Source: an optimization exercise on an open RTL-to-GDS flow (aim: small area). Production flows keep margins and buffers that such runs may drop.
At most, simulation tests tie the RTL to the original design; equivalence was not proved.
The clock port is modelled as an ideal driver, which makes a skipped or thinned clock tree look cheaper than it is; a real chip needs a root buffer or a tree.
Power and IR drop assume default switching activity.

==> module pro_v_2_0, before the edit <==
module pro_v_2_0(a,clk,rst,colomn,r,l,u,d);
input clk;
input rst;
input l,r,u,d;
output [6:0] a;
output [4:0] colomn;
reg [4:0] i;
reg [2:0] lr;
reg [6:0] q;
reg [1:0] motion, sd;
reg [2:0] mx, my;
reg [1:0] d0, d1, d2;
reg [2:0] fx, fy;
reg [5:0] fi;
function [2:0] mvx;
	input [2:0] x;
	input [1:0] dd;
	input neg;
	begin
		if (!dd[1]) mvx = x;
		else if (dd[0] ^ neg) mvx = {x[1], x[0], x[2] ^ x[1]};
		else mvx = {x[0] ^ x[2], x[2], x[1]};
	end
endfunction
function [2:0] mvy;
	input [2:0] y;
	input [1:0] dd;
	input neg;
	begin
		if (dd[1]) mvy = y;
		else if (dd[0] ^ neg) mvy = {y[1], y[0], ~(y[2] | y[1])};
		else mvy = {~(y[1] | y[0]), y[2], y[1]};
	end
endfunction
localparam [383:0] TABLE = 384'b101110101011101110101011101110101011101110101011101110101011101110101011101110101011101110101011101110101011101110101011101110101011101110101011101110101011101110101011101110101011101110101011010000100001001100110000010100110011001100100110111000101100111110101100111000010011001011010000001000111001011001011011100001011000110110111001100110110100011001010110110011100110011100011000;
wire [5:0] tab = TABLE[fi * 6 +: 6];
wire first = fy[2] & fy[0];
wire refresh = (i[4] & i[3] & ~i[2] & ~i[1] & i[0]);
wire apply = refresh & (
	(lr == 3'b110) & (~q[5] & ~q[4] & ~q[3] & ~q[2] & ~q[0]) |
	(lr == 3'b000) & (~q[5] & ~q[4] & ~q[3] & ~q[2] & ~q[1]) |
	(lr == 3'b011) & (~q[6] & ~q[4] & q[3] & ~q[2] & q[1] & ~q[0]));
wire hold = lr[0] ? lr[1] : (lr[1] ? (~i[0] | ~i[2]) : (i[0] | ~i[1] | ~i[4]));
wire [2:0] hx = mvx(mx, d0, 1'b0);
wire [2:0] hy = mvy(my, d0, 1'b0);
wire [2:0] tx = mvx(mx, d1, 1'b1);
wire [2:0] ty = mvy(my, d1, 1'b1);
wire [2:0] px = mvx(tx, d2, 1'b1);
wire [2:0] py = mvy(ty, d2, 1'b1);
wire eat = first | ({hx, hy} == {fx, fy});
always @(posedge clk) begin
	if (rst | refresh)
		i <= 5'b00101;
	else
		i <= {i[3:0], ~^{i[4], i[1]}};
	if (rst) begin
		lr <= 3'b111;
		q <= 7'b0101010;
		motion <= 2'b10;
		mx <= 3'b111;
		my <= 3'b011;
		d0 <= 2'b11;
		d1 <= 2'b11;
		d2 <= 2'b11;
		fy <= 3'b101;
		fi <= 6'd0;
	end else begin
		if (refresh) begin
			lr <= {lr[1], lr[0], ~(lr[2] | lr[1])};
			if ((lr == 3'b001))
				q <= (q[6] & q[4] & q[2] & q[1] & q[0]) ? 7'b0101010 : {q[5:0], ~^{q[6], q[0]}};
		end
		if (l) motion <= 2'b10;
		else if (r) motion <= 2'b11;
		else if (u) motion <= 2'b00;
		else if (d) motion <= 2'b01;
		if (apply) begin
			mx <= hx;
			my <= hy;
			d0 <= sd;
			d1 <= d0;
			d2 <= d1;
			if (eat) fy <= tab[2:0];
			fi <= (fi[5] & fi[0]) ? 6'd0 : fi + 6'd1;    
		end
	end
end
always @(posedge clk) begin
	if (!hold)
		sd <= motion;
	if (apply & eat)
		fx <= tab[5:3];
end
wire [2:0] lre = lr | {3{first}};
wire mt = (ty == lre), mp = (py == lre), mm = (my == lre), mf = (fy == lre);
assign a = {
		(tx == 3'b010) & mt | (px == 3'b010) & mp | (mx == 3'b010) & mm | (fx == 3'b010) & mf,
		(tx == 3'b001) & mt | (px == 3'b001) & mp | (mx == 3'b001) & mm | (fx == 3'b001) & mf,
		(tx == 3'b100) & mt | (px == 3'b100) & mp | (mx == 3'b100) & mm | (fx == 3'b100) & mf,
		(tx == 3'b110) & mt | (px == 3'b110) & mp | (mx == 3'b110) & mm | (fx == 3'b110) & mf,
		(tx == 3'b111) & mt | (px == 3'b111) & mp | (mx == 3'b111) & mm | (fx == 3'b111) & mf,
		(tx == 3'b011) & mt | (px == 3'b011) & mp | (mx == 3'b011) & mm | (fx == 3'b011) & mf,
		(tx == 3'b101) & mt | (px == 3'b101) & mp | (mx == 3'b101) & mm | (fx == 3'b101) & mf
	};
assign colomn = {~(lr == 3'b011), ~(lr == 3'b001), ~(lr == 3'b000), ~(lr == 3'b100), ~(lr == 3'b110)};
endmodule
Settings: LEC_CHECK=0, CAP_MARGIN=0, CELL_PAD_IN_SITES_DETAIL_PLACEMENT=0, CELL_PAD_IN_SITES_GLOBAL_PLACEMENT=0, CORE_MARGIN=2, CORE_UTILIZATION=75, SLEW_MARGIN=0; clock period 10.0 ns.
standard.sh (not shown) runs the stock make flow with config.mk's settings and CLKGATE_MAP_FILE= SYNTH_SCRIPT=/design/flow/synth_recipe.tcl, a recipe that flattens the netlist after the stock synthesis.
==> flow/flow/run.sh <==
#!/bin/bash
# Own layout flow: ORFS through standard.sh, with
#  - synthesis mapped for area (synth.tcl: the smallest of several ABC scripts,
#    *.abc, and no adder extraction); registers come from the same passes as the
#    standard synthesis;
#  - port buffers of the smallest buffer cell;
#  - a flat clock tree (cts.tcl: MY_CLK_NBUF buffers driven by the clock port)
#    in place of ORFS's CTS.
set -euo pipefail
W=$(pwd)
F=$W/flow
export MY_ABC_SCRIPTS="$(ls $F/*.abc | tr '\n' ' ')"
export MY_CLK_PORT=clk
export MY_CLK_PRE=${MY_CLK_PRE-sky130_fd_sc_hd__clkinv_2}
export MY_CLK_BUF=${MY_CLK_BUF:-sky130_fd_sc_hd__clkinv_16}
export MY_CLK_NBUF=${MY_CLK_NBUF:-1}
bash standard.sh SYNTH_SCRIPT=$F/synth.tcl synth > $W/synth.log 2>&1
bash standard.sh SYNTH_SCRIPT=$F/synth.tcl \
  "BUFFER_PORTS_ARGS=-buffer_cell sky130_fd_sc_hd__buf_1" \
  PRE_CTS_TCL=$F/cts.tcl \
  finish > $W/layout.log 2>&1
Other scripts of this flow, unchanged in this note and not shown: flow/flow/cts.tcl, flow/flow/d1.abc, flow/flow/d2.abc, flow/flow/d3.abc, flow/flow/d4.abc, flow/flow/e1.abc, flow/flow/e2.abc, flow/flow/e3.abc, flow/flow/e4.abc, flow/flow/e5.abc, flow/flow/e6.abc, flow/flow/e7.abc, flow/flow/e8.abc, flow/flow/s1.abc, flow/flow/s4.abc, flow/flow/synth.tcl
Then changed:
--- a/flow/design.v
+++ b/flow/design.v
@@ -33,8 +33,8 @@
 		else mvy = {~(y[1] | y[0]), y[2], y[1]};
 	end
 endfunction
-localparam [383:0] TABLE = 384'b101110101011101110101011101110101011101110101011101110101011101110101011101110101011101110101011101110101011101110101011101110101011101110101011101110101011101110101011101110101011101110101011010000100001001100110000010100110011001100100110111000101100111110101100111000010011001011010000001000111001011001011011100001011000110110111001100110110100011001010110110011100110011100011000;
-wire [5:0] tab = TABLE[fi * 6 +: 6];
+localparam [203:0] TABLE = 204'b101110101011010000100001001100110000010100110011001100100110111000101100111110101100111000010011001011010000001000111001011001011011100001011000110110111001100110110100011001010110110011100110011100011000;
+wire [5:0] tab = (fi < 6'd34) ? TABLE[fi * 6 +: 6] : 6'd0;
 wire first = fy[2] & fy[0];
 wire refresh = (i[4] & i[3] & ~i[2] & ~i[1] & i[0]);
 wire apply = refresh & (
@@ -68,7 +68,7 @@
 	end else begin
 		if (refresh) begin
 			lr <= {lr[1], lr[0], ~(lr[2] | lr[1])};
-			if ((lr == 3'b001))
+			if (lr == 3'b001)
 				q <= (q[6] & q[4] & q[2] & q[1] & q[0]) ? 7'b0101010 : {q[5:0], ~^{q[6], q[0]}};
 		end
 		if (l) motion <= 2'b10;
@@ -82,7 +82,7 @@
 			d1 <= d0;
 			d2 <= d1;
 			if (eat) fy <= tab[2:0];
-			fi <= (fi[5] & fi[0]) ? 6'd0 : fi + 6'd1;    
+			fi <= (fi == 6'd33) ? 6'd0 : fi + 6'd1;
 		end
 	end
 end
@@ -103,5 +103,5 @@
 		(tx == 3'b011) & mt | (px == 3'b011) & mp | (mx == 3'b011) & mm | (fx == 3'b011) & mf,
 		(tx == 3'b101) & mt | (px == 3'b101) & mp | (mx == 3'b101) & mm | (fx == 3'b101) & mf
 	};
-assign colomn = {~(lr == 3'b011), ~(lr == 3'b001), ~(lr == 3'b000), ~(lr == 3'b100), ~(lr == 3'b110)};
+assign colomn = {lr != 3'b011, lr != 3'b001, lr != 3'b000, lr != 3'b100, lr != 3'b110};
 endmodule
Hold slack barely changes. Total power hardly moves. Setup slack loses 74 ps. Design area climbs slightly. Register-to-register slack loses 160 ps. Sequential share of layout area went down by 0.40 points.
Function not checked in the first run of this note: the RTL went through the layout flow alone. No run of this note takes its clock network from TritonCTS; it comes from the design's own scripts or RTL.

[afterwards: timing with drivers on the ports]
The results above use ideal ports. As a check the final layouts listed here were re-extracted and re-timed, cells and wires unchanged.
Step 1 (the two cells are an assumption about what drives the block):
set clk [get_ports {clk}]
set_driving_cell -lib_cell sky130_fd_sc_hd__clkbuf_16 $clk
set_driving_cell -lib_cell sky130_fd_sc_hd__buf_2 [delete_from_list [all_inputs] $clk]
Step 2, shift: input delay + t, output delay - t, t = (earliest + latest rising clock arrival at the registers) / 2. This alone moves slack from input paths to output paths.
Slacks: no drivers / after step 1 / after step 2; pairs: no drivers / after step 1.
run	shift t [ns]	setup WS [ns]	worst setup path after step 2
the first run	0.281	4.689 / 4.664 / 4.945	register to output
the second run	0.280	4.615 / 4.590 / 4.870	register to output
After both steps setup and hold are still met in every run listed.
